What follows belongs to an exercise in optimizing a design on an open flow for small area; a production flow would make more cautious choices. The RTL was checked by simulation tests, not by an equivalence proof against the original design. No activity file was given, so power comes from the tool's default toggle rates.

Design Tetris, start of the top module:
module Tetris(
    input wire        Clk_In,
    input wire        Rotate,
    input wire        Left,
    input wire        Right,
    input wire        Down,
    input wire        Pause,
    input wire        Rst,
    output wire [7:0] RGB,
    output wire       Hsync,
    output wire       Vsync
    );
Size in the first run: roughly 330 flip-flops, roughly 17 I/O pins.
Settings: LEC_CHECK=0, ABC_AREA=1, CAP_MARGIN=5, CELL_PAD_IN_SITES_DETAIL_PLACEMENT=1, CELL_PAD_IN_SITES_GLOBAL_PLACEMENT=2, CORE_MARGIN=2, CORE_UTILIZATION=28, GPL_TIMING_DRIVEN=0, PLACE_DENSITY=0.55, SLEW_MARGIN=5, SYNTH_MEMORY_MAX_BITS=65536; clock period 20.0 ns.
standard.sh (not shown) runs the stock make flow with config.mk's settings and CLKGATE_MAP_FILE= SYNTH_SCRIPT=/design/flow/synth_recipe.tcl, a recipe that flattens the netlist after the stock synthesis.
==> flow/flow/run.sh <==
#!/bin/bash
# Own layout flow: the standard flow (standard.sh) with four changes.
#  1. The ABC script that maps the synthesised logic to standard cells is an
#     area-oriented one (flow/abc_area.script) instead of ORFS's, and does not
#     use the weakest (_0) cells.
#  2. Clock tree synthesis builds fewer, larger sink clusters and inserts no
#     dummy loads (CTS_ARGS below).
#  3. The port buffers are buf_2 cells (BUFFER_PORTS_ARGS below).
#  4. Synthesis does not map adders to half/full-adder cells
#     (ADDER_MAP_FILE empty), so ABC optimises that logic with the rest.
# Everything else (synthesis passes, register names and cells, floorplan,
# power grid, placement, routing) is the standard flow's.  The make output
# goes to flow_make.log; ORFS keeps each step's log under orfs/logs/.
set -euo pipefail
W=$(pwd)
cat > "$W/own_synth.tcl" <<TCL
# The standard flow's synthesis script (synth_recipe.tcl), with ABC's -script replaced
proc abc {args} {
  set i [lsearch -exact \$args -script]
  if {\$i >= 0} { lset args [expr {\$i + 1}] {$W/flow/abc_area.script} }
  foreach c {a2111oi_0 a21boi_0 and2_0 o21ai_0 o311ai_0 or2_0} {
    lappend args -dont_use sky130_fd_sc_hd__\$c
  }
  yosys abc {*}\$args
}
source {$W/synth_recipe.tcl}
TCL
sed "s#SYNTH_SCRIPT=[^ ]*#SYNTH_SCRIPT=$W/own_synth.tcl#" "$W/standard.sh" > "$W/own_standard.sh"
grep -q "SYNTH_SCRIPT=$W/own_synth.tcl" "$W/own_standard.sh"
CTS="-sink_clustering_enable -repair_clock_nets -sink_clustering_size 24"
CTS="$CTS -sink_clustering_max_diameter 70 -buf_list sky130_fd_sc_hd__clkbuf_16"
CTS="$CTS -dont_use_dummy_load"
PORTS="-inputs -outputs -buffer_cell sky130_fd_sc_hd__buf_2"
bash "$W/own_standard.sh" "CTS_ARGS=$CTS" "BUFFER_PORTS_ARGS=$PORTS" ADDER_MAP_FILE= finish \
  > "$W/flow_make.log" 2>&1
==> flow/flow/abc_area.script <==
strash
dc2
balance
rewrite
refactor
balance
rewrite
rewrite -z
balance
refactor -z
rewrite -z
balance
dc2
amap
topo
The baseline finished with capacitance limit, slew limit left.
Edit:
--- a/flow/flow/run.sh
+++ b/flow/flow/run.sh
@@ -28,6 +28,6 @@
 sed "s#SYNTH_SCRIPT=[^ ]*#SYNTH_SCRIPT=$W/own_synth.tcl#" "$W/standard.sh" > "$W/own_standard.sh"
 grep -q "SYNTH_SCRIPT=$W/own_synth.tcl" "$W/own_standard.sh"
-CTS="-sink_clustering_enable -repair_clock_nets -sink_clustering_size 24"
-CTS="$CTS -sink_clustering_max_diameter 70 -buf_list sky130_fd_sc_hd__clkbuf_16"
+CTS="-sink_clustering_enable -repair_clock_nets -sink_clustering_size 20"
+CTS="$CTS -sink_clustering_max_diameter 60 -buf_list sky130_fd_sc_hd__clkbuf_8"
 CTS="$CTS -dont_use_dummy_load"
 PORTS="-inputs -outputs -buffer_cell sky130_fd_sc_hd__buf_2"
CAP_MARGIN = 20   (was 5)
CELL_PAD_IN_SITES_GLOBAL_PLACEMENT = 1   (was 2)
SLEW_MARGIN = 20   (was 5)
After rerunning:
- The changed run completed without violations
- clock-buffer cell count rose by 11
- synthesized cell count stays the same
- setup slack is better by 0.50 ns
- worst hold slack gains 0.013 ns
- total power drops by about 5.6%
- die area does not change
- final cell count came out higher by 1.1%
- non-clock buffer count goes up by 35
- sequential share of layout area came out lower by 0.30 points
Edit:
--- a/flow/flow/run.sh
+++ b/flow/flow/run.sh
@@ -28,6 +28,6 @@
 sed "s#SYNTH_SCRIPT=[^ ]*#SYNTH_SCRIPT=$W/own_synth.tcl#" "$W/standard.sh" > "$W/own_standard.sh"
 grep -q "SYNTH_SCRIPT=$W/own_synth.tcl" "$W/own_standard.sh"
-CTS="-sink_clustering_enable -repair_clock_nets -sink_clustering_size 20"
-CTS="$CTS -sink_clustering_max_diameter 60 -buf_list sky130_fd_sc_hd__clkbuf_8"
+CTS="-sink_clustering_enable -repair_clock_nets -sink_clustering_size 24"
+CTS="$CTS -sink_clustering_max_diameter 70 -buf_list sky130_fd_sc_hd__clkbuf_16"
 CTS="$CTS -dont_use_dummy_load"
 PORTS="-inputs -outputs -buffer_cell sky130_fd_sc_hd__buf_2"
CAP_MARGIN = 30   (was 20)
CELL_PAD_IN_SITES_GLOBAL_PLACEMENT = 2   (was 1)
SLEW_MARGIN = 30   (was 20)
Clock power increases by 14%.
Area after synthesis does not change.
Final cell count decreases by 0.57%.
Edit:
CAP_MARGIN = 10   (was 30)
SLEW_MARGIN = 10   (was 30)
What happened: The new run finished but fails on capacitance limit, slew limit; flip-flop and latch count is unchanged; power fell slightly; via count falls slightly; clock skew increases by 0.025 ns; critical path depth falls by 1; first-iteration DRC count fell slightly; sequential power hardly moves; fmax shrinks by a little under a tenth.

what the ideal ports hide:
No port has a modelled driver above. Below, the same layouts with a new extraction and two added sets of constraints.
Step 1 (the two cells are an assumption about what drives the block):
set clk [get_ports {Clk_In}]
set_driving_cell -lib_cell sky130_fd_sc_hd__clkbuf_16 $clk
set_driving_cell -lib_cell sky130_fd_sc_hd__buf_2 [delete_from_list [all_inputs] $clk]
Step 2 times the ports against the registers' clock, not the clock port: input delays grow and output delays shrink by t, the midpoint of the rising clock arrivals with the driver on.
Three values: ideal, step 1, step 2; two values: the first two.
| run | shift t [ns] | setup WS [ns] | hold slack, ns | clock arrival spread, ns | worst register clock-pin slew, ns |
|---|---|---|---|---|---|
| the first run | 0.688 | 6.955 / 6.955 / 6.876 | 0.403 / 0.403 / 0.403 | 0.074 / 0.075 | 0.10 / 0.10 |
| the second run | 0.717 | 7.456 / 7.456 / 7.456 | 0.416 / 0.416 / 0.416 | 0.145 / 0.145 | 0.12 / 0.12 |
| the third run | 0.683 | 8.021 / 8.021 / 8.021 | 0.398 / 0.398 / 0.398 | 0.071 / 0.071 | 0.10 / 0.10 |
| the fourth run | 0.664 | 7.062 / 7.062 / 6.844 | 0.400 / 0.400 / 0.400 | 0.095 / 0.095 | 0.10 / 0.10 |
The setup slack of the fourth run, which loses most, moves by 0.000 ns with the drivers and by -0.218 ns with both steps.
